This design comes from an exercise in tuning for small area on the open sky130 flow, not from production work. Function was checked by simulation only, so behaviour that the tests miss may differ from the original. Power figures rest on the tool's default switching activity, not on a simulated workload.

==> flow/design.v <==
module sa_fa (input a, b, c, output s, co);
    assign s = a ^ b ^ c;
    assign co = (a & b) | (a & c) | (b & c);
endmodule
module sa_ha (input a, b, output s, co);
    assign s = a ^ b;
    assign co = a & b;
endmodule
module sa_xor (input a, b, output y);
    assign y = a ^ b;
endmodule
module sa_xnor (input a, b, output y);
    assign y = ~(a ^ b);
endmodule
module sa_nand (input a, b, output y);
    assign y = ~(a & b);
endmodule
module sa_andn (input a, bn, output y);
    assign y = a & ~bn;
endmodule
module sa_and (input a, b, output y);
    assign y = a & b;
endmodule
module sa_aoi (input p, c, g, output y);
    assign y = ~((p & c) | g);
endmodule
module sa_oai (input pn, cn, gn, output y);
    assign y = ~((pn | cn) & gn);
endmodule
module systolic_array #(
    parameter m = 8,
    parameter n = 8,
    parameter input_width = 8
)
(
    input clk, reset,
    input [0:m * input_width - 1] in_row,
    input [0:n * input_width - 1] in_col,
    output [0:m * n * 2 * input_width - 1] out
);
    wire [7:0] an [0:7][0:7];
    wire [7:0] bn [0:7][0:7];
    reg [7:0] ar [0:7][0:6];
    reg [7:0] br [0:6][0:7];
    reg [15:0] acc [0:7][0:7];
    genvar i, j, k;
    generate
        for (i = 0; i < 8; i = i + 1) begin : g_in
            for (k = 0; k < 8; k = k + 1) begin : g_bit
                assign an[i][0][k] = ~in_row[8 * i + 7 - k];
                assign bn[0][i][k] = ~in_col[8 * i + 7 - k];
            end
        end
        for (i = 0; i < 8; i = i + 1) begin : g_row
            for (j = 0; j < 8; j = j + 1) begin : g_col
                if (j < 7) begin : g_a
                    always @(posedge clk) ar[i][j] <= an[i][j] | {8{reset}};
                    assign an[i][j + 1] = ar[i][j];
                end
                if (i < 7) begin : g_b
                    always @(posedge clk) br[i][j] <= bn[i][j] | {8{reset}};
                    assign bn[i + 1][j] = br[i][j];
                end
                wire [63:0] pp;
                for (k = 0; k < 64; k = k + 1) begin : g_pp
                    assign pp[k] = ~(an[i][j][k / 8] | bn[i][j][k % 8]);
                end
                wire [15:0] c = acc[i][j];
                wire [15:0] sum;
                if (i == 0 || j == 0) begin : g_port
                    wire s1, k2;
                    sa_ha u2 (c[0], pp[0], s1, k2);
                    wire s3, k4;
                    sa_ha u4 (c[1], pp[1], s3, k4);
                    wire s5, k6;
                    sa_fa u6 (pp[8], k2, s3, s5, k6);
                    wire s7, k8;
                    sa_ha u8 (c[2], pp[16], s7, k8);
                    wire s9, k10;
                    sa_fa u10 (pp[2], pp[9], k4, s9, k10);
                    wire s11, k12;
                    sa_fa u12 (s7, k6, s9, s11, k12);
                    wire s13, k14;
                    sa_ha u14 (c[3], pp[10], s13, k14);
                    wire s15, k16;
                    sa_fa u16 (pp[17], pp[24], pp[3], s15, k16);
                    wire s17, k18;
                    sa_fa u18 (k8, s13, s15, s17, k18);
                    wire s19, k20;
                    sa_fa u20 (k10, s17, k12, s19, k20);
                    wire s21, k22;
                    sa_ha u22 (c[4], pp[11], s21, k22);
                    wire s23, k24;
                    sa_fa u24 (pp[18], pp[25], pp[32], s23, k24);
                    wire s25, k26;
                    sa_fa u26 (pp[4], k14, s21, s25, k26);
                    wire s27, k28;
                    sa_fa u28 (k16, s23, s25, s27, k28);
                    wire s29, k30;
                    sa_fa u30 (k18, s27, k20, s29, k30);
                    wire s31, k32;
                    sa_fa u32 (c[5], pp[12], pp[19], s31, k32);
                    wire s33, k34;
                    sa_fa u34 (pp[26], pp[33], pp[40], s33, k34);
                    wire s35, k36;
                    sa_fa u36 (pp[5], k22, k24, s35, k36);
                    wire s37, k38;
                    sa_fa u38 (s31, s33, k26, s37, k38);
                    wire s39, k40;
                    sa_fa u40 (s35, k28, s37, s39, k40);
                    wire s41, k42;
                    sa_ha u42 (s39, k30, s41, k42);
                    wire s43, k44;
                    sa_ha u44 (c[6], pp[13], s43, k44);
                    wire s45, k46;
                    sa_fa u46 (pp[20], pp[27], pp[34], s45, k46);
                    wire s47, k48;
                    sa_fa u48 (pp[41], pp[48], pp[6], s47, k48);
                    wire s49, k50;
                    sa_fa u50 (s43, k32, k34, s49, k50);
                    wire s51, k52;
                    sa_fa u52 (s45, s47, k36, s51, k52);
                    wire s53, k54;
                    sa_fa u54 (s49, k38, s51, s53, k54);
                    wire s55, k56;
                    sa_fa u56 (k40, s53, k42, s55, k56);
                    wire s57, k58;
                    sa_fa u58 (c[7], pp[14], pp[21], s57, k58);
                    wire s59, k60;
                    sa_fa u60 (pp[28], pp[35], pp[42], s59, k60);
                    wire s61, k62;
                    sa_fa u62 (pp[49], pp[56], pp[7], s61, k62);
                    wire s63, k64;
                    sa_fa u64 (k44, k46, k48, s63, k64);
                    wire s65, k66;
                    sa_fa u66 (s57, s59, s61, s65, k66);
                    wire s67, k68;
                    sa_fa u68 (k50, s63, s65, s67, k68);
                    wire s69, k70;
                    sa_fa u70 (k52, s67, k54, s69, k70);
                    wire s71, k72;
                    sa_ha u72 (s69, k56, s71, k72);
                    wire s73, k74;
                    sa_fa u74 (c[8], pp[15], pp[22], s73, k74);
                    wire s75, k76;
                    sa_fa u76 (pp[29], pp[36], pp[43], s75, k76);
                    wire s77, k78;
                    sa_fa u78 (pp[50], pp[57], k58, s77, k78);
                    wire s79, k80;
                    sa_fa u80 (k60, k62, s73, s79, k80);
                    wire s81, k82;
                    sa_fa u82 (s75, k64, s77, s81, k82);
                    wire s83, k84;
                    sa_fa u84 (k66, s79, k68, s83, k84);
                    wire s85, k86;
                    sa_fa u86 (s81, s83, k70, s85, k86);
                    wire s87, k88;
                    sa_fa u88 (c[9], pp[23], pp[30], s87, k88);
                    wire s89, k90;
                    sa_fa u90 (pp[37], pp[44], pp[51], s89, k90);
                    wire s91, k92;
                    sa_fa u92 (pp[58], k74, k76, s91, k92);
                    wire s93, k94;
                    sa_fa u94 (s87, s89, k78, s93, k94);
                    wire s95, k96;
                    sa_fa u96 (k80, s91, s93, s95, k96);
                    wire s97, k98;
                    sa_fa u98 (k82, k84, s95, s97, k98);
                    wire s99, k100;
                    sa_fa u100 (c[10], pp[31], pp[38], s99, k100);
                    wire s101, k102;
                    sa_fa u102 (pp[45], pp[52], pp[59], s101, k102);
                    wire s103, k104;
                    sa_fa u104 (k88, k90, s101, s103, k104);
                    wire s105, k106;
                    sa_fa u106 (s99, k92, s103, s105, k106);
                    wire s107, k108;
                    sa_fa u108 (k94, s105, k96, s107, k108);
                    wire s109, k110;
                    sa_fa u110 (c[11], pp[39], pp[46], s109, k110);
                    wire s111, k112;
                    sa_fa u112 (pp[53], pp[60], k100, s111, k112);
                    wire s113, k114;
                    sa_fa u114 (k102, s109, k104, s113, k114);
                    wire s115, k116;
                    sa_fa u116 (s111, k106, s113, s115, k116);
                    wire s117, k118;
                    sa_fa u118 (c[12], pp[47], pp[54], s117, k118);
                    wire s119, k120;
                    sa_fa u120 (pp[61], k110, s117, s119, k120);
                    wire s121, k122;
                    sa_fa u122 (k112, s119, k114, s121, k122);
                    wire s123, k124;
                    sa_fa u124 (c[13], pp[55], pp[62], s123, k124);
                    wire s125, k126;
                    sa_fa u126 (k118, s123, k120, s125, k126);
                    wire s127, k128;
                    sa_fa u128 (c[14], pp[63], k124, s127, k128);
                    wire w129;
                    sa_xor u129 (s85, k72, w129);
                    wire w130;
                    sa_nand u130 (s85, k72, w130);
                    wire w131;
                    sa_xnor u131 (s97, k86, w131);
                    wire w132;
                    sa_nand u132 (s97, k86, w132);
                    wire w133;
                    sa_xor u133 (w131, w130, w133);
                    wire w134;
                    sa_oai u134 (w131, w130, w132, w134);
                    wire w135;
                    sa_xor u135 (s107, k98, w135);
                    wire w136;
                    sa_and u136 (s107, k98, w136);
                    wire w137;
                    sa_xor u137 (w135, w134, w137);
                    wire w138;
                    sa_aoi u138 (w135, w134, w136, w138);
                    wire w139;
                    sa_xnor u139 (s115, k108, w139);
                    wire w140;
                    sa_nand u140 (s115, k108, w140);
                    wire w141;
                    sa_xor u141 (w139, w138, w141);
                    wire w142;
                    sa_oai u142 (w139, w138, w140, w142);
                    wire w143;
                    sa_xor u143 (s121, k116, w143);
                    wire w144;
                    sa_and u144 (s121, k116, w144);
                    wire w145;
                    sa_xor u145 (w143, w142, w145);
                    wire w146;
                    sa_aoi u146 (w143, w142, w144, w146);
                    wire w147;
                    sa_xnor u147 (s125, k122, w147);
                    wire w148;
                    sa_nand u148 (s125, k122, w148);
                    wire w149;
                    sa_xor u149 (w147, w146, w149);
                    wire w150;
                    sa_oai u150 (w147, w146, w148, w150);
                    wire w151;
                    sa_xor u151 (s127, k126, w151);
                    wire w152;
                    sa_and u152 (s127, k126, w152);
                    wire w153;
                    sa_xor u153 (w151, w150, w153);
                    wire w154;
                    sa_aoi u154 (w151, w150, w152, w154);
                    wire w155 = ~(c[15] ^ k128 ^ w154);
                    assign sum = {w155, w153, w149, w145, w141, w137, w133, w129, s71, s55, s41, s29, s19, s11, s5, s1};
                end else begin : g_reg
                    wire s1, k2;
                    sa_ha u2 (c[0], pp[0], s1, k2);
                    wire s3, k4;
                    sa_ha u4 (c[1], pp[1], s3, k4);
                    wire s5, k6;
                    sa_fa u6 (pp[8], k2, s3, s5, k6);
                    wire s7, k8;
                    sa_ha u8 (c[2], pp[16], s7, k8);
                    wire s9, k10;
                    sa_fa u10 (pp[2], pp[9], k4, s9, k10);
                    wire s11, k12;
                    sa_fa u12 (s7, k6, s9, s11, k12);
                    wire s13, k14;
                    sa_ha u14 (c[3], pp[10], s13, k14);
                    wire s15, k16;
                    sa_fa u16 (pp[17], pp[24], pp[3], s15, k16);
                    wire s17, k18;
                    sa_fa u18 (k8, s13, s15, s17, k18);
                    wire s19, k20;
                    sa_fa u20 (k10, s17, k12, s19, k20);
                    wire s21, k22;
                    sa_ha u22 (c[4], pp[11], s21, k22);
                    wire s23, k24;
                    sa_fa u24 (pp[18], pp[25], pp[32], s23, k24);
                    wire s25, k26;
                    sa_fa u26 (pp[4], k14, s21, s25, k26);
                    wire s27, k28;
                    sa_fa u28 (k16, s23, s25, s27, k28);
                    wire s29, k30;
                    sa_fa u30 (k18, s27, k20, s29, k30);
                    wire s31, k32;
                    sa_fa u32 (c[5], pp[12], pp[19], s31, k32);
                    wire s33, k34;
                    sa_fa u34 (pp[26], pp[33], pp[40], s33, k34);
                    wire s35, k36;
                    sa_fa u36 (pp[5], k22, k24, s35, k36);
                    wire s37, k38;
                    sa_fa u38 (s31, s33, k26, s37, k38);
                    wire s39, k40;
                    sa_fa u40 (s35, k28, s37, s39, k40);
                    wire s41, k42;
                    sa_ha u42 (s39, k30, s41, k42);
                    wire s43, k44;
                    sa_ha u44 (c[6], pp[13], s43, k44);
                    wire s45, k46;
                    sa_fa u46 (pp[20], pp[27], pp[34], s45, k46);
                    wire s47, k48;
                    sa_fa u48 (pp[41], pp[48], pp[6], s47, k48);
                    wire s49, k50;
                    sa_fa u50 (s43, k32, k34, s49, k50);
                    wire s51, k52;
                    sa_fa u52 (s45, s47, k36, s51, k52);
                    wire s53, k54;
                    sa_fa u54 (s49, k38, s51, s53, k54);
                    wire s55, k56;
                    sa_fa u56 (k40, s53, k42, s55, k56);
                    wire s57, k58;
                    sa_fa u58 (c[7], pp[14], pp[21], s57, k58);
                    wire s59, k60;
                    sa_fa u60 (pp[28], pp[35], pp[42], s59, k60);
                    wire s61, k62;
                    sa_fa u62 (pp[49], pp[56], pp[7], s61, k62);
                    wire s63, k64;
                    sa_fa u64 (k44, k46, k48, s63, k64);
                    wire s65, k66;
                    sa_fa u66 (s57, s59, s61, s65, k66);
                    wire s67, k68;
                    sa_fa u68 (k50, s63, s65, s67, k68);
                    wire s69, k70;
                    sa_fa u70 (k52, s67, k54, s69, k70);
                    wire s71, k72;
                    sa_ha u72 (s69, k56, s71, k72);
                    wire s73, k74;
                    sa_fa u74 (c[8], pp[15], pp[22], s73, k74);
                    wire s75, k76;
                    sa_fa u76 (pp[29], pp[36], pp[43], s75, k76);
                    wire s77, k78;
                    sa_fa u78 (pp[50], pp[57], k58, s77, k78);
                    wire s79, k80;
                    sa_fa u80 (k60, k62, s73, s79, k80);
                    wire s81, k82;
                    sa_fa u82 (s75, k64, s77, s81, k82);
                    wire s83, k84;
                    sa_fa u84 (k66, s79, k68, s83, k84);
                    wire s85, k86;
                    sa_fa u86 (s81, s83, k70, s85, k86);
                    wire s87, k88;
                    sa_ha u88 (s85, k72, s87, k88);
                    wire s89, k90;
                    sa_fa u90 (c[9], pp[23], pp[30], s89, k90);
                    wire s91, k92;
                    sa_fa u92 (pp[37], pp[44], pp[51], s91, k92);
                    wire s93, k94;
                    sa_fa u94 (pp[58], k74, k76, s93, k94);
                    wire s95, k96;
                    sa_fa u96 (s89, s91, k78, s95, k96);
                    wire s97, k98;
                    sa_fa u98 (k80, s93, s95, s97, k98);
                    wire s99, k100;
                    sa_fa u100 (k82, k84, s97, s99, k100);
                    wire s101, k102;
                    sa_fa u102 (s99, k86, k88, s101, k102);
                    wire s103, k104;
                    sa_fa u104 (c[10], pp[31], pp[38], s103, k104);
                    wire s105, k106;
                    sa_fa u106 (pp[45], pp[52], pp[59], s105, k106);
                    wire s107, k108;
                    sa_fa u108 (k90, k92, s103, s107, k108);
                    wire s109, k110;
                    sa_fa u110 (s105, k94, s107, s109, k110);
                    wire s111, k112;
                    sa_fa u112 (k96, s109, k98, s111, k112);
                    wire s113, k114;
                    sa_fa u114 (s111, k100, k102, s113, k114);
                    wire s115, k116;
                    sa_fa u116 (c[11], pp[39], pp[46], s115, k116);
                    wire s117, k118;
                    sa_fa u118 (pp[53], pp[60], k104, s117, k118);
                    wire s119, k120;
                    sa_fa u120 (k106, s115, k108, s119, k120);
                    wire s121, k122;
                    sa_fa u122 (s117, k110, s119, s121, k122);
                    wire s123, k124;
                    sa_fa u124 (s121, k112, k114, s123, k124);
                    wire s125, k126;
                    sa_fa u126 (c[12], pp[47], pp[54], s125, k126);
                    wire s127, k128;
                    sa_fa u128 (pp[61], k116, s125, s127, k128);
                    wire s129, k130;
                    sa_fa u130 (k118, s127, k120, s129, k130);
                    wire s131, k132;
                    sa_fa u132 (c[13], pp[55], pp[62], s131, k132);
                    wire s133, k134;
                    sa_fa u134 (k126, s131, k128, s133, k134);
                    wire s135, k136;
                    sa_fa u136 (c[14], pp[63], k132, s135, k136);
                    wire w137;
                    sa_xor u137 (s129, k122, w137);
                    wire w138;
                    sa_and u138 (s129, k122, w138);
                    wire w139;
                    sa_xor u139 (w137, k124, w139);
                    wire w140;
                    sa_aoi u140 (w137, k124, w138, w140);
                    wire w141;
                    sa_xnor u141 (s133, k130, w141);
                    wire w142;
                    sa_nand u142 (s133, k130, w142);
                    wire w143;
                    sa_xor u143 (w141, w140, w143);
                    wire w144;
                    sa_oai u144 (w141, w140, w142, w144);
                    wire w145;
                    sa_xor u145 (s135, k134, w145);
                    wire w146;
                    sa_and u146 (s135, k134, w146);
                    wire w147;
                    sa_xor u147 (w145, w144, w147);
                    wire w148;
                    sa_aoi u148 (w145, w144, w146, w148);
                    wire w149 = ~(c[15] ^ k136 ^ w148);
                    assign sum = {w149, w147, w143, w139, s123, s113, s101, s87, s71, s55, s41, s29, s19, s11, s5, s1};
                end
                always @(posedge clk)
                    acc[i][j] <= reset ? 16'd0 : sum;
                for (k = 0; k < 16; k = k + 1) begin : g_out
                    assign out[16 * (8 * i + j) + k] = acc[i][j][15 - k];
                end
            end
        end
    endgenerate
endmodule
==> flow/run.sh <==
#!/bin/bash
# synth_recipe.tcl (not shown) runs the flow's synth.tcl, then flattens the netlist and writes it again
# the make line also repeats each setting of config.mk as NAME=value (left out here)
make -C /OpenROAD-flow-scripts/flow DESIGN_CONFIG=/design/flow/config.mk WORK_HOME=/design/flow/orfs CLKGATE_MAP_FILE= SYNTH_SCRIPT=/design/flow/synth_recipe.tcl finish
==> flow/config.mk <==
export PLATFORM = sky130hd
export DESIGN_NAME = systolic_array
export DESIGN_NICKNAME = systolic_array
export VERILOG_FILES = /design/flow/design.v
export SDC_FILE = /design/flow/constraint.sdc
export NUM_CORES = 4
export LEC_CHECK = 0
export CAP_MARGIN = 20
export CORE_MARGIN = 2
export CORE_UTILIZATION = 40
export PLACE_DENSITY = 0.6
export SLEW_MARGIN = 20
export SYNTH_HIERARCHICAL = 1
export SYNTH_MINIMUM_KEEP_SIZE = 0
==> flow/constraint.sdc <==
create_clock -name core_clock -period 6.0 [get_ports {clk}]
set_input_delay 1.2000 -clock core_clock [delete_from_list [all_inputs] [get_ports {clk}]]
set_output_delay 1.2000 -clock core_clock [all_outputs]
set_load 0.01 [all_outputs]
==> impl_metrics.csv, run 1 <==
group,metric,value,unit
status,status,"no timing/DRC/antenna violations",
critical_path,endpoint,"acc[14][15]",
sta,tns,0,ns
route,wl_per_cell,23.3,um
critical_path,r2r-end,"acc[14][15]",
critical_path,critPathMaxFanout,9,
place,portBuffers,1153,
grt,antenna_found_initial,19,
cells_and_area,area_growth,16.4,%
clock_tree,ctsHoldBuffers,0,
grt,grt_max_degree,202,
sta,relSlewSlack,33.7,%
cells_and_area,fin_nets,19493,
cells_and_area,instances_no_fill,20767,
sta,finalCritPeriodShare,95.7,%
power,power,36600,uW
route,via_per_inst,4.93,
clock_tree,clk_latency,0.95,ns
clock_tree,cts_buffers,244,
clock_tree,clock-root-buffer,"clkbuf_16",
route,wl,484000,um
synthesis,yosys_warnings,10,
critical_path,crit_required,6.85,ns
critical_path,critical_path_arrival,6.59,ns
die,start_util,40.2,%
route,first_pass_iters,7,
synthesis,postSynthAreaPerCell,11.4,um2
sta,final_max_slew_viol_count,0,
critical_path,cp-start-kind,"flip-flop",
die,row_count,233,
critical_path,crit_path_end_kind,"flip-flop",
power,leakage,0.0887,uW
power,power_density,194,nW/um2
sta,clock_skew,0.0631,ns
place,placed_cell_area,180000,um2
sta,final.min_clock_period,5.74,ns
cells_and_area,final_area,189000,um2
critical_path,cp_slowest_cell,"dfxtp_1",
min_path,hold_class,"reg2reg",
synthesis,ys_types,17,
job,maxCapViolCount,0,
critical_path,cpMostUsedCell,"fa_1",
clock_tree,clk_path_buf_depth,4,
place,pre_cts_slack,-0.0593,ns
clock_tree,cts_tree,"yes",
sta,fmax,174,MHz
critical_path,criticalPathCategory,"reg2reg",
route,vias,102404,
clock_tree,clock-sinks,1920,
sta,grt_setup_unrepaired,"no",
synthesis,synth_fp_nets,18689,
die,die_w,641,um
route,drc,0,
clock_tree,ctsHtreeMaxLevel,4,
grt,grt_pass1_vias,115701,
sta,worstMarginPinSlew,0.994,ns
die,core_area,403000,um2
critical_path,critical_path.cell_chain,"nor2_1, ha_1, fa_1, fa_1, fa_1, fa_1, ha_1, fa_1, ha_1, ha_1, fa_1, fa_1, fa_1, a21oi_2, o21ai_1, a21oi_2, xor3_1, nor2_1",
clock_tree,cts_resized,0,
grt,grt_remaining_overflow,0,
synthesis,ys_ff_latch,1920,
clock_tree,cts_setup_buffers,0,
power,irDropWorstVdd,0.000245,V
synthesis,syn_inst,14267,
synthesis,ys_seq_area_share,23.7,%
die,die_h,641,um
place,dp_hpwl,395000,um
cells_and_area,fillCellCount,37053,
sta,hold_viol,0,
route,drtAntennaViolNets,0,
place,gp_congestion,0.903,
clock_tree,cts.clk_slew.worst_paths,0.06,ns
critical_path,cp-startpoint,"ar[12][0]",
sta,layout_setup_ws,0.259,ns
cells_and_area,drive_above_1_share,11.4,%
critical_path,cpPeakStageDelay,0.59,ns
critical_path,reg2reg_from,"ar[12][0]",
critical_path,rr_worst_depth,18,
synthesis,syn_area,162000,um2
grt,grt_pass1_wl,742000,um
place,dp.cells,20230,
grt,grt_use_total,24.0,%
route,drt_iter0_markers,4992,
die,pin_count,1154,
critical_path,r2r_setup_slack,0.26,ns
die,dieArea,411000,um2
sta,setup_viol,0,
cell usage after synthesis:
library cell  instances  area (um2)
nor2b_1            1856       11600
fa_1               3731       74700
xor2_1              395        3460
and2_1              207        1290
a21oi_2             143        1250
xor3_1               64        1520
or2_2               768        4800
clkbuf_1            897        3370
nand2_1             109         409
buf_1                74         278
dfxtp_1            1920       38400
o21ai_1              94         470
buf_2                26         130
nor2_1             3200       12000
nand2b_1            128         801
xnor2_1              94         823
ha_1                561        7020
logic make-up (layout without fill, tap and decap cells):
| logic type | count (synthesis) | after routing | synth area share [%] |
|---|---|---|---|
| adder cells (fa/ha/maj) | 4292 | 4292 | 50.3 |
| AO/OA/AOI/OAI | 237 | 237 | 1.06 |
| other | 0 | 82 | 0 |
| AND/OR/NAND/NOR | 6268 | 6268 | 19.0 |
| XOR/XNOR | 553 | 553 | 3.57 |
| flip-flops | 1920 | 1920 | 23.7 |
| buffers and inverters | 997 | 2010 | 2.32 |
through the flow:
| step | hold slack (ns) | util, % |
|---|---|---|
| final | 0.595 | 46.8 |
| after global routing | 0.630 | 46.8 |
| after CTS | 0.600 | 46.8 |
| after detailed placement | 0.580 | 44.6 |
| after global placement | 0.571 | 44.6 |
| after floorplan | 0.575 | - |
per-layer routing:
metal	track usage (%)	vias to the layer above	wire length (um)	part of all wire [%]
met5	0	-	25	0.0052
met4	10.7	4	25700	5.3
met3	5.95	695	35400	7.3
met2	40.6	2809	238000	49
met1	29.1	54056	186000	38
li1	-	44840	-	-
worst max-delay path, delay by kind of cell (launching register included):
family	cells	cell delay, ns
adder cells (fa/ha/maj)	12	4.14
flip-flops	1	0.59
AO/OA/AOI/OAI	3	0.50
XOR/XNOR	1	0.22
AND/OR/NAND/NOR	2	0.16
Yosys stat by module (local to each module, per instance), excerpt:
| module | copies in the design | area [um2] | cells |
|---|---|---|---|
| sa_and | 143 | 6.26 | 1 |
| sa_nand | 109 | 3.75 | 1 |
| sa_oai | 94 | 5.00 | 1 |
| sa_xnor | 94 | 8.76 | 1 |
| sa_xor | 395 | 8.76 | 1 |
| systolic_array | 1 | 73400 | 8997 |
report_power, final:
group	leakage [uW]	internal, uW	switching [uW]
registers	0.0156	13300	817
logic	0.0689	3180	3090
clock network	0.00420	9720	6520
total	0.0887	26200	10400
cell type report:
| class | count | area, um2 | share of cell area, % |
|---|---|---|---|
| Clock inverter | 146 | 2050 | 1.08 |
| Multi-Input combinational cell | 11350 | 120000 | 63.6 |
| Sequential cell | 1920 | 38400 | 20.3 |
| Antenna cell | 82 | 205 | 0.109 |
| Timing Repair Buffer | 1555 | 14700 | 7.77 |
| Tap cell | 5405 | 6760 | 3.58 |
| Clock buffer | 309 | 6690 | 3.54 |
worst min path at each step:
| stage | to | startpoint | slack, ns | depth (start not counted) |
|---|---|---|---|---|
| floorplan | ar[1][0] | ar[0][0] | 0.57 | 1 |
| global placement | acc[51][0] | acc[51][0] | 0.57 | 2 |
| detailed placement | acc[34][0] | acc[34][0] | 0.58 | 2 |
| CTS | acc[34][0] | acc[34][0] | 0.60 | 2 |
| global route | acc[27][0] | acc[27][0] | 0.63 | 2 |
| finish | acc[48][0] | acc[48][0] | 0.60 | 2 |
cell usage in the layout (no fill, tap or decap), types with 82 or more instances in the layout:
cell type / n
a21oi_2: 143
o21ai_1: 94
buf_4: 393
nand2b_1: 128
diode_2: 82
xor2_1: 395
clkbuf_16: 246
nor2b_1: 1856
or2_2: 768
dfxtp_1: 1920
nor2_1: 3200
xnor2_1: 94
and2_1: 207
clkdlybuf4s50_1: 1152
ha_1: 561
nand2_1: 109
fa_1: 3731
state kept, by name (all words and copies together), names as in the netlist:
name / cells
acc: 1024
ar: 448
br: 448
==> inputs of run 2 (changes only) <==
--- a/flow/design.v
+++ b/flow/design.v
@@ -14,2 +14,5 @@
 endmodule
+module sa_inv (input a, output y);
+    assign y = ~a;
+endmodule
 module sa_nand (input a, b, output y);
@@ -49,4 +52,4 @@
             for (k = 0; k < 8; k = k + 1) begin : g_bit
-                assign an[i][0][k] = ~in_row[8 * i + 7 - k];
-                assign bn[0][i][k] = ~in_col[8 * i + 7 - k];
+                sa_inv u_a (in_row[8 * i + 7 - k], an[i][0][k]);
+                sa_inv u_b (in_col[8 * i + 7 - k], bn[0][i][k]);
             end
@@ -55,3 +58,11 @@
             for (j = 0; j < 8; j = j + 1) begin : g_col
-                if (j < 7) begin : g_a
+                wire [7:0] ain, bin;
+                for (k = 0; k < 8; k = k + 1) begin : g_op
+                    assign ain[k] = in_row[8 * i + 7 - k];
+                    assign bin[k] = in_col[8 * j + 7 - k];
+                end
+                if (j == 0) begin : g_a0
+                    always @(posedge clk) ar[i][j] <= ~(ain & {8{~reset}});
+                    assign an[i][j + 1] = ar[i][j];
+                end else if (j < 7) begin : g_a
                     always @(posedge clk) ar[i][j] <= an[i][j] | {8{reset}};
@@ -59,3 +70,6 @@
                 end
-                if (i < 7) begin : g_b
+                if (i == 0) begin : g_b0
+                    always @(posedge clk) br[i][j] <= ~(bin & {8{~reset}});
+                    assign bn[i + 1][j] = br[i][j];
+                end else if (i < 7) begin : g_b
                     always @(posedge clk) br[i][j] <= bn[i][j] | {8{reset}};
@@ -68,3 +82,3 @@
                 wire [15:0] c = acc[i][j];
-                wire [15:0] sum;
+                wire [15:0] sum, sum_n;
                 if (i == 0 || j == 0) begin : g_port
@@ -199,3 +213,3 @@
                     wire w129;
-                    sa_xor u129 (s85, k72, w129);
+                    sa_xnor u129 (s85, k72, w129);
                     wire w130;
@@ -207,3 +221,3 @@
                     wire w133;
-                    sa_xor u133 (w131, w130, w133);
+                    sa_xnor u133 (w131, w130, w133);
                     wire w134;
@@ -215,3 +229,3 @@
                     wire w137;
-                    sa_xor u137 (w135, w134, w137);
+                    sa_xnor u137 (w135, w134, w137);
                     wire w138;
@@ -223,3 +237,3 @@
                     wire w141;
-                    sa_xor u141 (w139, w138, w141);
+                    sa_xnor u141 (w139, w138, w141);
                     wire w142;
@@ -231,3 +245,3 @@
                     wire w145;
-                    sa_xor u145 (w143, w142, w145);
+                    sa_xnor u145 (w143, w142, w145);
                     wire w146;
@@ -239,3 +253,3 @@
                     wire w149;
-                    sa_xor u149 (w147, w146, w149);
+                    sa_xnor u149 (w147, w146, w149);
                     wire w150;
@@ -247,7 +261,8 @@
                     wire w153;
-                    sa_xor u153 (w151, w150, w153);
+                    sa_xnor u153 (w151, w150, w153);
                     wire w154;
                     sa_aoi u154 (w151, w150, w152, w154);
-                    wire w155 = ~(c[15] ^ k128 ^ w154);
+                    wire w155 = c[15] ^ k128 ^ w154;
                     assign sum = {w155, w153, w149, w145, w141, w137, w133, w129, s71, s55, s41, s29, s19, s11, s5, s1};
+                    assign sum_n = 16'b1111111100000000;
                 end else begin : g_reg
@@ -394,3 +409,3 @@
                     wire w139;
-                    sa_xor u139 (w137, k124, w139);
+                    sa_xnor u139 (w137, k124, w139);
                     wire w140;
@@ -402,3 +417,3 @@
                     wire w143;
-                    sa_xor u143 (w141, w140, w143);
+                    sa_xnor u143 (w141, w140, w143);
                     wire w144;
@@ -410,10 +425,11 @@
                     wire w147;
-                    sa_xor u147 (w145, w144, w147);
+                    sa_xnor u147 (w145, w144, w147);
                     wire w148;
                     sa_aoi u148 (w145, w144, w146, w148);
-                    wire w149 = ~(c[15] ^ k136 ^ w148);
+                    wire w149 = c[15] ^ k136 ^ w148;
                     assign sum = {w149, w147, w143, w139, s123, s113, s101, s87, s71, s55, s41, s29, s19, s11, s5, s1};
+                    assign sum_n = 16'b1111000000000000;
                 end
                 always @(posedge clk)
-                    acc[i][j] <= reset ? 16'd0 : sum;
+                    acc[i][j] <= reset ? 16'd0 : sum ^ sum_n;
                 for (k = 0; k < 16; k = k + 1) begin : g_out
==> flow/flow/run.sh (new file) <==
#!/bin/bash
# The standard layout (standard.sh, unchanged synthesis), with the port
# buffers made as the smallest buffer cell rather than a delay buffer.
set -euo pipefail
export BUFFER_PORTS_ARGS="-buffer_cell sky130_fd_sc_hd__buf_1"
bash standard.sh > standard.log 2>&1
==> flow/standard.sh (new file) <==
#!/bin/bash
# synth_recipe.tcl (not shown) runs the flow's synth.tcl, then flattens the netlist and writes it again
# the make line also repeats each setting of config.mk as NAME=value (left out here)
make -C /OpenROAD-flow-scripts/flow DESIGN_CONFIG=/design/flow/config.mk WORK_HOME=/design/flow/orfs CLKGATE_MAP_FILE= SYNTH_SCRIPT=/design/flow/synth_recipe.tcl "${@:-finish}"
removed: flow/run.sh
==> run 2 against run 1 <==
  * Combinational power decreased by 11%
  * Worst hold slack got worse by 0.17 ns
  * Maximum frequency fell by 0.55%
  * First-iteration DRC count grew 15%
  * Clock-buffer cell count grew 15
  * Area after synthesis shrank 0.88%
  * Via count is 0.25% higher
  * Register-to-register slack got worse by 0.03 ns
  * Largest power group unchanged
  * Highest routed layer unchanged
==> impl_metrics.csv, run 2 <==
group,metric,value,unit
power,leakage,0.0848,uW
place,placed_cell_area,169000,um2
critical_path,criticalPathCategory,"reg2reg",
grt,grt_pass1_vias,114269,
cells_and_area,largest_reg_flops,1024,
sta,worstMarginPinSlew,0.913,ns
route,first_pass_iters,5,
synthesis,synthSimpleGateAreaFrac,17.3,%
sta,final_max_slew_viol_count,0,
place,dp_hpwl,399000,um
synthesis,synthXorXnorAreaFrac,3.61,%
route,wl,485000,um
power,p_int,24900,uW
sta,tns,0,ns
synthesis,ys_seq_area_share,23.9,%
critical_path,critical_path.cell_chain,"nor2_1, ha_1, fa_1, fa_1, fa_1, fa_1, ha_1, fa_1, ha_1, ha_1, fa_1, fa_1, fa_1, a21oi_2, o21ai_1, a21oi_2, xor3_1, nor2_1",
job,maxCapViolCount,0,
cells_and_area,layout_commonest_cell,"nor2_1",
synthesis,synth.largest_area_cell,"fa_1",
sta,relSlewSlack,39.1,%
sta,finalCritPeriodShare,96.2,%
synthesis,synthAdderAreaFrac,50.8,%
cells_and_area,area_growth,10.5,%
critical_path,cp_slowest_cell,"dfxtp_1",
synthesis,postSynthAreaPerCell,11.0,um2
synthesis,ys.flop_type,"dfxtp_1",
sta,setup_viol,0,
power,p_switching,10300,uW
synthesis,synth_commonest_cells,"4412 x nor2_1, 3731 x fa_1, 1920 x dfxtp_1",
synthesis,yosysMostFrequentCell,"nor2_1",
die,start_util,40.2,%
cells_and_area,fillCellCount,37634,
grt,antenna_found_initial,33,
grt,grt_use_total,24.1,%
die,pin_count,1154,
synthesis,synth_area_leaders,"fa_1 46%, dfxtp_1 24%, nor2_1 10%, ha_1 4.4%, or2_2 3.0%",
grt,grt_max_degree,164,
synthesis,synth-edff-count,0,
synthesis,synth_top_cell_area_share,46.4,%
synthesis,synth_compound_area_share,1.07,%
sta,fmax,173,MHz
cells_and_area,drive_above_1_share,10.5,%
power,power,35300,uW
sta,hold_viol,0,
route,drc,0,
power,seqPwrFrac,39.9,%
die,row_count,232,
die,dieArea,407000,um2
place,gp_congestion,0.942,
sta,layout_setup_ws,0.228,ns
grt,grt_pass1_wl,737000,um
clock_tree,cts_tree,"yes",
status,status,"no timing/DRC/antenna violations",
clock_tree,ctsHtreeMaxLevel,4,
die,die_w,638,um
clock_tree,cts.clk_slew.worst_paths,0.06,ns
clock_tree,cts_buffers,239,
synthesis,ys_types,20,
clock_tree,clk_path_buf_depth,4,
power,clkPwrFrac,44.2,%
cells_and_area,final_cell_mix,"4412 x nor2_1, 3731 x fa_1, 1919 x dfxtp_1",
synthesis,synth_top_family_by_area,"adder cells",
min_path,hp-start,"in_row[47]",
sta,final.min_clock_period,5.77,ns
place,pre_cts_slack,0.0514,ns
critical_path,cpPeakStageDelay,0.62,ns
clock_tree,clock-root-buffer,"clkbuf_16",
route,via_per_inst,4.99,
cells_and_area,final_area,178000,um2
cells_and_area,top_regs,"acc (1024), ar (448), br (448)",
critical_path,cp-start-kind,"flip-flop",
clock_tree,clk_latency,0.97,ns
critical_path,crit_path_end_kind,"flip-flop",
route,vias,102659,
critical_path,cp-startpoint,"br[13][1]",
power,sw_frac_of_total,29.3,%
min_path,hold_class,"in2reg",
route,wl_per_cell,23.6,um
grt,grt_remaining_overflow,0,
power,irDropWorstVdd,0.000343,V
sta,grt_setup_unrepaired,"no",
synthesis,synthMuxAreaShare,0,%
synthesis,syn_inst,14635,
cells_and_area,fin_nets,19501,
power,power_density,198,nW/um2
synthesis,synthArstFlopShare,0,%
route,drtAntennaViolNets,0,
clock_tree,ctsHoldBuffers,0,
power,combPwrFrac,15.9,%
critical_path,critical_path_arrival,6.68,ns
critical_path,cpMostUsedCell,"fa_1",
critical_path,reg2reg_from,"br[13][1]",
synthesis,synth_fp_nets,19057,
cells_and_area,regMostFlops,"acc",
sta,clock_skew,0.111,ns
synthesis,ys_ff_latch,1920,
die,die_h,638,um
clock_tree,cts_setup_buffers,0,
place,portBuffers,1153,
synthesis,yosys_warnings,13,
critical_path,critPathMaxFanout,9,
die,core_area,400000,um2
critical_path,crit_required,6.91,ns
route,drt_iter0_markers,5743,
synthesis,syn_area,161000,um2
clock_tree,clock-sinks,1920,
run 2: cell count changes in the layout (fill, tap and decap cells not counted), sizes merged:
cell / previous run / this run
and2: 207 / 143
buf: 403 / 1439
bufinv: 42 / 28
clkbuf: 309 / 325
clkdlybuf4s50: 1152 / 0
clkinv: 54 / 56
clkinvlp: 35 / 23
diode: 82 / 22
inv: 15 / 138
nor2: 3200 / 4412
nor2b: 1856 / 708
xnor2: 94 / 346
xor2: 395 / 143
run 2: Yosys stat by module, one instance, submodules excluded, excerpt:
module	flip-flops and latches	times used
systolic_array	1920	1
sa_fa	0	3731
sa_ha	0	561
sa_xor	0	143
sa_xnor	0	346
sa_aoi	0	143
sa_oai	0	94
sa_inv	0	128
sa_nand	0	109
run 2: final cells by class:
cell class,count,area [um2],share of cell area [%]
clock buffer,324,6910,3.88
antenna,22,55.1,0.0310
clock inverter,117,1520,0.853
timing repair buffer,1440,6700,3.77
multi-input combinational,11350,117000,65.9
sequential,1920,38400,21.6
tap,5265,6590,3.70
inverter,128,480,0.270
run 2: final timing paths:
kind,endpoint,slack [ns],cells after the start
worst min register to register,br[41][2],0.58,1
worst min-delay path,ar[35][0],0.43,2
worst max-delay path,acc[21][15],0.23,18
worst max register to register,acc[21][15],0.23,18
run 2: layer usage:
layer,GRT usage (%),wire length (um)
met1,29.2,184000
met2,39.0,229000
met3,5.60,34700
met4,15.1,36900
met5,0,47
run 2: critical path, delay by kind of cell (launching register included):
kind | cells | cell delay (ns)
adders and majority gates | 12 | 4.16
DFF | 1 | 0.62
AOI/OAI and AO/OA | 3 | 0.51
xor gates and xnor gates | 1 | 0.23
and+or+nand+nor | 2 | 0.20
run 2: repair_timing:
action                     CTS  global route
resized for setup            0             1
hold endpoints to repair     0             0
setup endpoints to repair    0             1
run 2: logic make-up (layout without fill, tap and decap cells):
logic type      after synthesis  in the layout
xor+xnor                    553            553
buf+inv                    1365           2009
other cells                   0             22
fa+ha+maj                  4292           4292
compound gates              237            237
simple gates               6268           6268
flops                      1920           1920
run 2: power groups by stage:
stage / Clock, uW / Sequential [uW] / Combinational, uW
after floorplan: 0 / 14000 / 4080
after global routing: 16500 / 14100 / 6350
after CTS: 16100 / 14100 / 5690
final: 15600 / 14100 / 5600
after global placement: 0 / 14400 / 5580
after detailed placement: 0 / 14400 / 5630
run 2: metrics by stage:
stage	hold slack, ns	std cells	util (%)
3_3_place_gp	0.571	20103	42.3
5_1_grt	0.387	20563	44.5
6_report	0.427	20566	44.5
4_1_cts	0.329	20544	44.4
2_1_floorplan	0.629	14635	-
3_5_place_dp	0.581	20103	42.3
==> inputs of run 3 (changes only) <==
==> flow/flow/run.sh (replaced) <==
#!/bin/bash
# The standard layout (standard.sh, unchanged synthesis), with the port
# buffers made as the smallest buffer cell rather than a delay buffer, and a
# clock tree of smaller buffers without dummy loads.
set -euo pipefail
export BUFFER_PORTS_ARGS="-buffer_cell sky130_fd_sc_hd__buf_1"
export CTS_ARGS="-sink_clustering_enable -repair_clock_nets -dont_use_dummy_load -buf_list {sky130_fd_sc_hd__clkbuf_4 sky130_fd_sc_hd__clkbuf_8}"
bash standard.sh > standard.log 2>&1
==> run 3 against run 2 <==
  * Critical path depth did not move
  * Highest routed layer unchanged
  * Combinational power barely moved
  * Clock power fell by 29%
  * Sequential share of layout area rose by 0.39 points
  * Sequential power barely moved
  * Still clean
  * First-iteration DRC count fell by 3.4%
  * Total power fell by 13%
  * Register-to-register slack improved by 0.05 ns
==> impl_metrics.csv, run 3 <==
group,metric,value,unit
synthesis,syn_inst,14635,
clock_tree,clk_latency,1.10,ns
sta,setup_viol,0,
clock_tree,ctsHtreeMaxLevel,5,
critical_path,r2r_setup_slack,0.27,ns
synthesis,synth_top_cell_area_share,46.4,%
critical_path,critical_path_arrival,6.74,ns
critical_path,critPathMaxFanout,9,
synthesis,syn_area,161000,um2
power,power_density,176,nW/um2
cells_and_area,largest_reg_flops,1024,
cells_and_area,layout_commonest_cell,"nor2_1",
clock_tree,clock-sinks,1920,
sta,hold_viol,0,
sta,worstMarginPinSlew,0.923,ns
critical_path,r2r-end,"acc[54][15]",
sta,finalCritPeriodShare,95.4,%
route,wl,485000,um
cells_and_area,area.sequential,38400,um2
place,pre_cts_slack,0.0514,ns
grt,grt_pass1_vias,114875,
place,dp_hpwl,399000,um
cells_and_area,multi_input_area,117000,um2
route,first_pass_iters,6,
critical_path,cpMostUsedCell,"fa_1",
clock_tree,clock-root-buffer,"clkbuf_8",
sta,clock_skew,0.0966,ns
power,irDropWorstVdd,0.000209,V
power,leakage,0.0834,uW
critical_path,crit_family,"adder cells",
status,status,"no timing/DRC/antenna violations",
synthesis,yosysMostFrequentCell,"nor2_1",
clock_tree,cts_buffers,380,
critical_path,critPathBufInv,0,
critical_path,cp_slowest_cell,"dfxtp_1",
die,die_w,638,um
synthesis,yosys_warnings,13,
sta,grt_setup_unrepaired,"no",
route,drt_iter0_markers,5546,
cells_and_area,fillCellCount,37948,
place,placed_cell_area,169000,um2
sta,relSlewSlack,38.5,%
cells_and_area,regMostFlops,"acc",
grt,grt_remaining_overflow,0,
critical_path,rr_worst_depth,18,
route,vias,102986,
grt,grt_pass1_wl,738000,um
critical_path,reg2reg_from,"br[46][1]",
route,drc,0,
place,gp_congestion,0.942,
synthesis,ys_types,20,
sta,final_max_slew_viol_count,0,
job,maxCapViolCount,0,
die,dieArea,407000,um2
synthesis,ys_seq_area_share,23.9,%
die,row_count,232,
synthesis,ys_ff_latch,1920,
cells_and_area,final_area,175000,um2
route,wl_per_cell,23.7,um
synthesis,postSynthAreaPerCell,11.0,um2
critical_path,criticalPathCategory,"reg2reg",
die,start_util,40.2,%
critical_path,cp-start-kind,"flip-flop",
clock_tree,ctsHoldBuffers,0,
die,die_h,638,um
cells_and_area,drive_above_1_share,10.4,%
critical_path,critical_path.cell_chain,"nor2_1, ha_1, fa_1, fa_1, fa_1, fa_1, ha_1, fa_1, ha_1, ha_1, fa_1, fa_1, fa_1, a21oi_2, o21ai_1, a21oi_2, xor3_1, nor2_1",
die,pin_count,1154,
sta,fmax,175,MHz
critical_path,crit_path_end_kind,"flip-flop",
place,portBuffers,1153,
sta,final.min_clock_period,5.73,ns
grt,antenna_found_initial,41,
synthesis,ys.flop_type,"dfxtp_1",
clock_tree,clk_path_buf_depth,4,
route,drtAntennaViolNets,0,
min_path,hp-start,"in_row[30]",
sta,tns,0,ns
synthesis,synth-edff-count,0,
grt,grt_max_degree,164,
synthesis,synth_area_leaders,"fa_1 46%, dfxtp_1 24%, nor2_1 10%, ha_1 4.4%, or2_2 3.0%",
min_path,holdPathEnd,"ar[21][1]",
grt,grt_use_total,24.2,%
synthesis,synthArstFlopShare,0,%
min_path,hold_depth,2,
synthesis,synth_commonest_cells,"4412 x nor2_1, 3731 x fa_1, 1920 x dfxtp_1",
cells_and_area,final_cell_mix,"4412 x nor2_1, 3731 x fa_1, 1919 x dfxtp_1",
critical_path,cpPeakStageDelay,0.70,ns
cells_and_area,area_growth,8.52,%
critical_path,crit_required,7.01,ns
die,core_area,400000,um2
clock_tree,cts.clk_slew.worst_paths,0.06,ns
clock_tree,cts_setup_buffers,0,
min_path,hold_class,"in2reg",
synthesis,synth.largest_area_cell,"fa_1",
cells_and_area,top_regs,"acc (1024), ar (448), br (448)",
power,power,30800,uW
cells_and_area,fin_nets,19642,
clock_tree,cts_tree,"yes",
route,via_per_inst,5.02,
sta,layout_setup_ws,0.274,ns
synthesis,synth_fp_nets,19057,
==> run 3: cell counts after synthesis <==
Identical to the previous run, type by type.
==> run 3: area by class of cell <==
type                            count  area share [%]
Timing Repair Buffer             1440            3.84
Clock buffer                      380            2.99
Inverter                          128           0.275
Sequential cell                  1920            22.0
Antenna cell                       35          0.0501
Multi-Input combinational cell  11350            67.1
Tap cell                         5265            3.77
==> run 3: per-stage QoR <==
step	utilization [%]	cells	hold WS [ns]
after floorplan	-	14635	0.629
after global placement	42.3	20103	0.571
after detailed placement	42.3	20103	0.581
after CTS	43.6	20483	0.139
after global routing	43.7	20506	0.198
final	43.7	20518	0.303
==> run 3: per-layer routing <==
metal  routed length, um  GRT usage (%)  up-vias
met5                  90              0        -
met4               37400           15.2       14
met3               37400           6.20      961
met2              228000           38.8     3412
met1              183000           29.0    53791
li1                    -              -    44808
==> run 3: power by group <==
group / switching, uW / total (uW) / internal, uW
Clock: 5560 / 11100 / 5510
Combinational: 3190 / 5600 / 2410
Sequential: 794 / 14100 / 13300
Total: 9540 / 30800 / 21200
==> run 3: worst reg2reg max path: stages (launching register included) <==
cell	delay (ns)
dfxtp_1	0.70
nor2_1	0.13
ha_1	0.32
fa_1	0.39
fa_1	0.41
fa_1	0.39
fa_1	0.37
ha_1	0.20
fa_1	0.36
ha_1	0.21
ha_1	0.19
fa_1	0.38
fa_1	0.39
fa_1	0.43
a21oi_2	0.19
o21ai_1	0.14
a21oi_2	0.15
xor3_1	0.22
nor2_1	0.08
==> run 3: cell families (layout without fill, tap and decap cells) <==
kind of cell / count (synthesis) / after routing / synth area share (%)
buffers and inverters: 1365 / 1948 / 3.34
AO/OA/AOI/OAI: 237 / 237 / 1.07
XOR/XNOR: 553 / 553 / 3.61
other: 0 / 35 / 0
flip-flops: 1920 / 1920 / 23.9
AND/OR/NAND/NOR: 6268 / 6268 / 17.3
adder cells (fa/ha/maj): 4292 / 4292 / 50.8
==> run 3: worst max path at each step <==
| stage | from | end | slack (ns) | cells past startpoint |
|---|---|---|---|---|
| floorplan | in_col[5] | acc[0][15] | 0.59 | 18 |
| global placement | in_col[31] | acc[3][15] | 0.03 | 21 |
| detailed placement | in_col[62] | acc[7][15] | 0.05 | 19 |
| CTS | br[13][1] | acc[21][15] | 0.24 | 18 |
| global route | br[46][1] | acc[54][15] | 0.0006 | 18 |
| finish | br[46][1] | acc[54][15] | 0.27 | 18 |
==> run 3: timing repair <==
action / in CTS / in global routing
gates resized for setup: 0 / 1
endpoints found under the setup margin: 0 / 1
hold endpoints to repair: 0 / 0
==> run 3: per-module statistics from Yosys (local to each module, per instance) <==
| module | copies in the design | cell area, um2 | cells | flops+latches |
|---|---|---|---|---|
| sa_and | 143 | 6.26 | 1 | 0 |
| sa_aoi | 143 | 8.76 | 1 | 0 |
| sa_fa | 3731 | 20.0 | 1 | 0 |
| sa_ha | 561 | 12.5 | 1 | 0 |
| sa_inv | 128 | 3.75 | 1 | 0 |
| sa_nand | 109 | 3.75 | 1 | 0 |
| sa_oai | 94 | 5.00 | 1 | 0 |
| sa_xnor | 346 | 8.76 | 1 | 0 |
| sa_xor | 143 | 8.76 | 1 | 0 |
| systolic_array | 1 | 71400 | 9237 | 1920 |
==> inputs of run 4 (changes only) <==
--- a/flow/design.v
+++ b/flow/design.v
@@ -48,2 +48,4 @@
     reg [15:0] acc [0:7][0:7];
+    wire reset_n;
+    sa_inv u_rn (reset, reset_n);
     genvar i, j, k;
@@ -64,3 +66,7 @@
                 if (j == 0) begin : g_a0
-                    always @(posedge clk) ar[i][j] <= ~(ain & {8{~reset}});
+                    wire [7:0] d;
+                    for (k = 0; k < 8; k = k + 1) begin : g_d
+                        sa_nand u (ain[k], reset_n, d[k]);
+                    end
+                    always @(posedge clk) ar[i][j] <= d;
                     assign an[i][j + 1] = ar[i][j];
@@ -71,3 +77,7 @@
                 if (i == 0) begin : g_b0
-                    always @(posedge clk) br[i][j] <= ~(bin & {8{~reset}});
+                    wire [7:0] d;
+                    for (k = 0; k < 8; k = k + 1) begin : g_d
+                        sa_nand u (bin[k], reset_n, d[k]);
+                    end
+                    always @(posedge clk) br[i][j] <= d;
                     assign bn[i + 1][j] = br[i][j];
@@ -171,98 +181,90 @@
                     wire s87, k88;
-                    sa_fa u88 (c[9], pp[23], pp[30], s87, k88);
+                    sa_ha u88 (s85, k72, s87, k88);
                     wire s89, k90;
-                    sa_fa u90 (pp[37], pp[44], pp[51], s89, k90);
+                    sa_fa u90 (c[9], pp[23], pp[30], s89, k90);
                     wire s91, k92;
-                    sa_fa u92 (pp[58], k74, k76, s91, k92);
+                    sa_fa u92 (pp[37], pp[44], pp[51], s91, k92);
                     wire s93, k94;
-                    sa_fa u94 (s87, s89, k78, s93, k94);
+                    sa_fa u94 (pp[58], k74, k76, s93, k94);
                     wire s95, k96;
-                    sa_fa u96 (k80, s91, s93, s95, k96);
+                    sa_fa u96 (s89, s91, k78, s95, k96);
                     wire s97, k98;
-                    sa_fa u98 (k82, k84, s95, s97, k98);
+                    sa_fa u98 (k80, s93, s95, s97, k98);
                     wire s99, k100;
-                    sa_fa u100 (c[10], pp[31], pp[38], s99, k100);
+                    sa_fa u100 (k82, k84, s97, s99, k100);
                     wire s101, k102;
-                    sa_fa u102 (pp[45], pp[52], pp[59], s101, k102);
+                    sa_fa u102 (s99, k86, k88, s101, k102);
                     wire s103, k104;
-                    sa_fa u104 (k88, k90, s101, s103, k104);
+                    sa_fa u104 (c[10], pp[31], pp[38], s103, k104);
                     wire s105, k106;
-                    sa_fa u106 (s99, k92, s103, s105, k106);
+                    sa_fa u106 (pp[45], pp[52], pp[59], s105, k106);
                     wire s107, k108;
-                    sa_fa u108 (k94, s105, k96, s107, k108);
+                    sa_fa u108 (k90, k92, s103, s107, k108);
                     wire s109, k110;
-                    sa_fa u110 (c[11], pp[39], pp[46], s109, k110);
+                    sa_fa u110 (s105, k94, s107, s109, k110);
                     wire s111, k112;
-                    sa_fa u112 (pp[53], pp[60], k100, s111, k112);
+                    sa_fa u112 (k96, s109, k98, s111, k112);
                     wire s113, k114;
-                    sa_fa u114 (k102, s109, k104, s113, k114);
+                    sa_fa u114 (c[11], pp[39], pp[46], s113, k114);
                     wire s115, k116;
-                    sa_fa u116 (s111, k106, s113, s115, k116);
+                    sa_fa u116 (pp[53], pp[60], k104, s115, k116);
                     wire s117, k118;
-                    sa_fa u118 (c[12], pp[47], pp[54], s117, k118);
+                    sa_fa u118 (k106, s113, k108, s117, k118);
                     wire s119, k120;
-                    sa_fa u120 (pp[61], k110, s117, s119, k120);
+                    sa_fa u120 (s115, k110, s117, s119, k120);
                     wire s121, k122;
-                    sa_fa u122 (k112, s119, k114, s121, k122);
+                    sa_fa u122 (c[12], pp[47], pp[54], s121, k122);
                     wire s123, k124;
-                    sa_fa u124 (c[13], pp[55], pp[62], s123, k124);
+                    sa_fa u124 (pp[61], k114, s121, s123, k124);
                     wire s125, k126;
-                    sa_fa u126 (k118, s123, k120, s125, k126);
+                    sa_fa u126 (k116, s123, k118, s125, k126);
                     wire s127, k128;
-                    sa_fa u128 (c[14], pp[63], k124, s127, k128);
-                    wire w129;
-                    sa_xnor u129 (s85, k72, w129);
-                    wire w130;
-                    sa_nand u130 (s85, k72, w130);
-                    wire w131;
-                    sa_xnor u131 (s97, k86, w131);
-                    wire w132;
-                    sa_nand u132 (s97, k86, w132);
+                    sa_fa u128 (c[13], pp[55], pp[62], s127, k128);
+                    wire s129, k130;
+                    sa_fa u130 (k122, s127, k124, s129, k130);
+                    wire s131, k132;
+                    sa_fa u132 (c[14], pp[63], k128, s131, k132);
                     wire w133;
-                    sa_xnor u133 (w131, w130, w133);
+                    sa_xor u133 (s111, k100, w133);
                     wire w134;
-                    sa_oai u134 (w131, w130, w132, w134);
+                    sa_and u134 (s111, k100, w134);
                     wire w135;
-                    sa_xor u135 (s107, k98, w135);
+                    sa_xnor u135 (w133, k102, w135);
                     wire w136;
-                    sa_and u136 (s107, k98, w136);
+                    sa_aoi u136 (w133, k102, w134, w136);
                     wire w137;
-                    sa_xnor u137 (w135, w134, w137);
+                    sa_xnor u137 (s119, k112, w137);
                     wire w138;
-                    sa_aoi u138 (w135, w134, w136, w138);
+                    sa_nand u138 (s119, k112, w138);
                     wire w139;
-                    sa_xnor u139 (s115, k108, w139);
+                    sa_xnor u139 (w137, w136, w139);
                     wire w140;
-                    sa_nand u140 (s115, k108, w140);
+                    sa_oai u140 (w137, w136, w138, w140);
                     wire w141;
-                    sa_xnor u141 (w139, w138, w141);
+                    sa_xor u141 (s125, k120, w141);
                     wire w142;
-                    sa_oai u142 (w139, w138, w140, w142);
+                    sa_and u142 (s125, k120, w142);
                     wire w143;
-                    sa_xor u143 (s121, k116, w143);
+                    sa_xnor u143 (w141, w140, w143);
                     wire w144;
-                    sa_and u144 (s121, k116, w144);
+                    sa_aoi u144 (w141, w140, w142, w144);
                     wire w145;
-                    sa_xnor u145 (w143, w142, w145);
+                    sa_xnor u145 (s129, k126, w145);
                     wire w146;
-                    sa_aoi u146 (w143, w142, w144, w146);
+                    sa_nand u146 (s129, k126, w146);
                     wire w147;
-                    sa_xnor u147 (s125, k122, w147);
+                    sa_xnor u147 (w145, w144, w147);
                     wire w148;
-                    sa_nand u148 (s125, k122, w148);
+                    sa_oai u148 (w145, w144, w146, w148);
                     wire w149;
-                    sa_xnor u149 (w147, w146, w149);
+                    sa_xor u149 (s131, k130, w149);
                     wire w150;
-                    sa_oai u150 (w147, w146, w148, w150);
+                    sa_and u150 (s131, k130, w150);
                     wire w151;
-                    sa_xor u151 (s127, k126, w151);
+                    sa_xnor u151 (w149, w148, w151);
                     wire w152;
-                    sa_and u152 (s127, k126, w152);
-                    wire w153;
-                    sa_xnor u153 (w151, w150, w153);
-                    wire w154;
-                    sa_aoi u154 (w151, w150, w152, w154);
-                    wire w155 = c[15] ^ k128 ^ w154;
-                    assign sum = {w155, w153, w149, w145, w141, w137, w133, w129, s71, s55, s41, s29, s19, s11, s5, s1};
-                    assign sum_n = 16'b1111111100000000;
+                    sa_aoi u152 (w149, w148, w150, w152);
+                    wire w153 = c[15] ^ k132 ^ w152;
+                    assign sum = {w153, w151, w147, w143, w139, w135, s101, s87, s71, s55, s41, s29, s19, s11, s5, s1};
+                    assign sum_n = 16'b1111110000000000;
                 end else begin : g_reg
--- a/flow/flow/run.sh
+++ b/flow/flow/run.sh
@@ -6,3 +6,3 @@
 export BUFFER_PORTS_ARGS="-buffer_cell sky130_fd_sc_hd__buf_1"
-export CTS_ARGS="-sink_clustering_enable -repair_clock_nets -dont_use_dummy_load -buf_list {sky130_fd_sc_hd__clkbuf_4 sky130_fd_sc_hd__clkbuf_8}"
+export CTS_ARGS="-sink_clustering_enable -repair_clock_nets -dont_use_dummy_load -sink_clustering_size 10 -sink_clustering_max_diameter 70 -buf_list {sky130_fd_sc_hd__clkbuf_4 sky130_fd_sc_hd__clkbuf_8}"
 bash standard.sh > standard.log 2>&1
--- a/flow/config.mk
+++ b/flow/config.mk
@@ -9,4 +9,4 @@
 export CORE_MARGIN = 2
-export CORE_UTILIZATION = 40
-export PLACE_DENSITY = 0.6
+export CORE_UTILIZATION = 55
+export PLACE_DENSITY = 0.7
 export SLEW_MARGIN = 20
==> run 4 against run 3 <==
  * Still clean on timing, DRC and antenna
  * Non-clock buffer count rose by 117
  * Register-to-register slack barely moved
  * Total power fell by 8.9%
  * Design area fell by 1.8%
  * First-iteration DRC count rose by 36%
  * Combinational power rose by 1%
  * Die area fell by 27%
  * Global-route usage rose by 8.0 points
  * Area after synthesis barely moved
  * Highest routed layer unchanged
==> impl_metrics.csv, run 4 <==
group,metric,value,unit
status,status,"no timing/DRC/antenna violations",
synthesis,synth_fp_nets,19014,
route,drt_iter0_markers,7565,
die,row_count,198,
sta,grt_setup_unrepaired,"no",
grt,grt_remaining_overflow,0,
cells_and_area,multi_input_area,117000,um2
synthesis,ys_seq_area_share,23.9,%
route,wl,465000,um
die,pin_count,1154,
cells_and_area,instances_no_fill,19060,
grt,met3_usage,10.5,%
die,core_area,291000,um2
sta,fmax,174,MHz
cells_and_area,fin_nets,19582,
sta,hold_viol,0,
sta,final_max_slew_viol_count,0,
route,via_per_inst,5.46,
grt,grt_use_met2,48.8,%
place,portBuffers,1153,
synthesis,yosys_warnings,13,
critical_path,crit_required,6.99,ns
synthesis,synth-edff-count,0,
cells_and_area,largest_reg_flops,1024,
clock_tree,ctsHtreeMaxLevel,4,
power,leakage,0.0832,uW
synthesis,ys.flop_type,"dfxtp_1",
place,dp.cells,18796,
critical_path,critPathMaxFanout,9,
cells_and_area,final_area,172000,um2
clock_tree,clock-sinks,1920,
power,irDropWorstVdd,0.000277,V
route,wl_per_cell,24.4,um
cells_and_area,regMostFlops,"acc",
place,pre_cts_slack,-0.182,ns
die,start_util,55.3,%
cells_and_area,area_growth,6.51,%
synthesis,yosysMostFrequentCell,"nor2_1",
synthesis,synth_commonest_cells,"4382 x nor2_1, 3746 x fa_1, 1920 x dfxtp_1",
clock_tree,cts_buffers,232,
clock_tree,clock-root-buffer,"clkbuf_8",
die,die_h,545,um
min_path,hold_class,"in2reg",
die,dieArea,297000,um2
clock_tree,clk_path_buf_depth,4,
sta,setup_viol,0,
synthesis,ys_types,22,
grt,grt_use_total,32.1,%
cells_and_area,top_regs,"acc (1024), ar (448), br (448)",
clock_tree,cts.clk_slew.worst_paths,0.08,ns
place,placed_cell_area,168000,um2
cells_and_area,final_cell_mix,"4382 x nor2_1, 3746 x fa_1, 1920 x dfxtp_1",
cells_and_area,layout_commonest_cell,"nor2_1",
grt,grt_max_degree,209,
cells_and_area,area.sequential,38400,um2
synthesis,syn_area,161000,um2
synthesis,ys_ff_latch,1920,
grt,grt.busiest_layer,"met2",
grt,grt_pass1_vias,113734,
sta,final.min_clock_period,5.73,ns
critical_path,crit_path_end_kind,"flip-flop",
critical_path,criticalPathCategory,"reg2reg",
synthesis,synth_top_cell_area_share,46.6,%
critical_path,critical_path_arrival,6.73,ns
die,die_w,545,um
grt,antenna_found_initial,59,
synthesis,synth.largest_area_cell,"fa_1",
grt,grt_pass1_wl,708000,um
sta,finalCritPeriodShare,95.6,%
sta,layout_setup_ws,0.266,ns
sta,worstMarginPinSlew,1.17,ns
route,vias,103996,
place,dp_hpwl,382000,um
power,power_density,163,nW/um2
sta,clock_skew,0.150,ns
synthesis,syn_inst,14562,
power,power,28000,uW
route,drtAntennaViolNets,0,
sta,relSlewSlack,22.0,%
route,first_pass_iters,6,
cells_and_area,fillCellCount,24494,
clock_tree,clk_latency,1.07,ns
clock_tree,cts_setup_buffers,0,
grt,grt_util_met1,39.0,%
synthesis,synthArstFlopShare,0,%
clock_tree,ctsHoldBuffers,0,
critical_path,cp-start-kind,"flip-flop",
synthesis,synth_area_leaders,"fa_1 47%, dfxtp_1 24%, nor2_1 10%, ha_1 4.5%, nor2b_1 2.6%",
route,drc,0,
clock_tree,cts_tree,"yes",
cells_and_area,drive_above_1_share,6.27,%
synthesis,postSynthAreaPerCell,11.1,um2
place,gp_congestion,0.997,
clock_tree,cts_resized,0,
job,maxCapViolCount,0,
run 4: final timing paths:
kind                    from           to  slack [ns]  depth (start not counted)
setup / recovery    br[3][1]  acc[11][15]        0.27                         18
hold / removal    in_row[38]    ar[28][1]        0.31                          2
setup reg to reg    br[3][1]  acc[11][15]        0.27                         18
hold reg to reg    ar[33][2]    ar[34][2]        0.55                          1
run 4: final cells by class:
cell class              count  area share (%)
clock buffers             232            1.86
diodes                     32          0.0467
repair buffers           1557            4.40
well taps                3900            2.85
inverters                 129           0.285
flip-flops and latches   1920            22.4
multi-input cells       11290            68.2
run 4: layer usage:
layer  wire, um  vias up
met4      38700       44
met2     210000     4234
met3      48400     1091
met5        263        -
li1           -    44574
met1     168000    54053
run 4: cell families after synthesis:
family	synth area share, %
simple gates	17.2
flops	23.9
xor+xnor	3.36
buf+inv	3.54
compound gates	1.02
fa+ha+maj	51.0
run 4: through the flow:
step / setup TNS, ns / utilization, % / hold slack (ns)
after floorplan: 0 / - / 0.626
after global placement: -0.240 / 57.8 / 0.561
after detailed placement: -0.595 / 57.8 / 0.560
after CTS: 0 / 58.9 / 0.200
after global routing: 0 / 58.9 / 0.269
final: 0 / 58.9 / 0.307
run 4: Yosys stat by module (local to each module, per instance), a selection:
| module | cells | flops+latches |
|---|---|---|
| sa_aoi | 1 | 0 |
| sa_inv | 1 | 0 |
| systolic_array | 9095 | 1920 |
| sa_and | 1 | 0 |
| sa_xnor | 1 | 0 |
| sa_ha | 1 | 0 |
| sa_oai | 1 | 0 |
run 4: worst max-delay path, stage by stage, from the launching register on:
cell and delay (ns):
dfxtp_1 0.61, nor2_1 0.10, ha_1 0.30, fa_1 0.41
fa_1 0.42, fa_1 0.43, fa_1 0.42, ha_1 0.21
fa_1 0.38, ha_1 0.20, ha_1 0.20, fa_1 0.39
fa_1 0.39, fa_1 0.42, a21oi_2 0.19, o21ai_1 0.14
a21oi_2 0.15, xor3_1 0.22, nor2_1 0.08
run 4: report_power, final:
| part | total [uW] | switching (uW) | leakage (uW) | internal, uW |
|---|---|---|---|---|
| Combinational | 5670 | 3210 | 0.0659 | 2460 |
| Sequential | 14000 | 779 | 0.0156 | 13300 |
| Clock | 8320 | 4920 | 0.00167 | 3400 |
| Total | 28000 | 8900 | 0.0832 | 19100 |

## port drivers added, routing unchanged
In the flow no input, the clock included, has a driving cell. The finished layouts below were timed again as built, in two steps. Step 1 (the two cells are an assumption about what drives the block):
set clk [get_ports {clk}]
set_driving_cell -lib_cell sky130_fd_sc_hd__clkbuf_16 $clk
set_driving_cell -lib_cell sky130_fd_sc_hd__buf_2 [delete_from_list [all_inputs] $clk]
Step 2, shift: input delay + t, output delay - t, t = (earliest + latest rising clock arrival at the registers) / 2. This alone moves slack from input paths to output paths. Slacks: ideal / step 1 / step 2; pairs: ideal / step 1.
| run | t (ns) | setup WS [ns] | latest minus earliest clock arrival (ns) | pins driven straight from the clock port |
|---|---|---|---|---|
| run 1 | 1.047 | 0.259 / 0.259 / -0.149 | 0.093 / 0.093 | 1 |
| run 2 | 1.040 | 0.228 / 0.228 / -0.011 | 0.133 / 0.133 | 1 |
| run 3 | 1.155 | 0.274 / 0.274 / 0.003 | 0.144 / 0.143 | 1 |
| run 4 | 1.108 | 0.266 / 0.266 / -0.129 | 0.192 / 0.192 | 1 |
Met with ideal ports but missed after step 2: setup timing in run 1, run 2 and run 4. The setup slack of run 1, which loses most, moves by 0.000 ns with the drivers and by -0.408 ns with both steps.
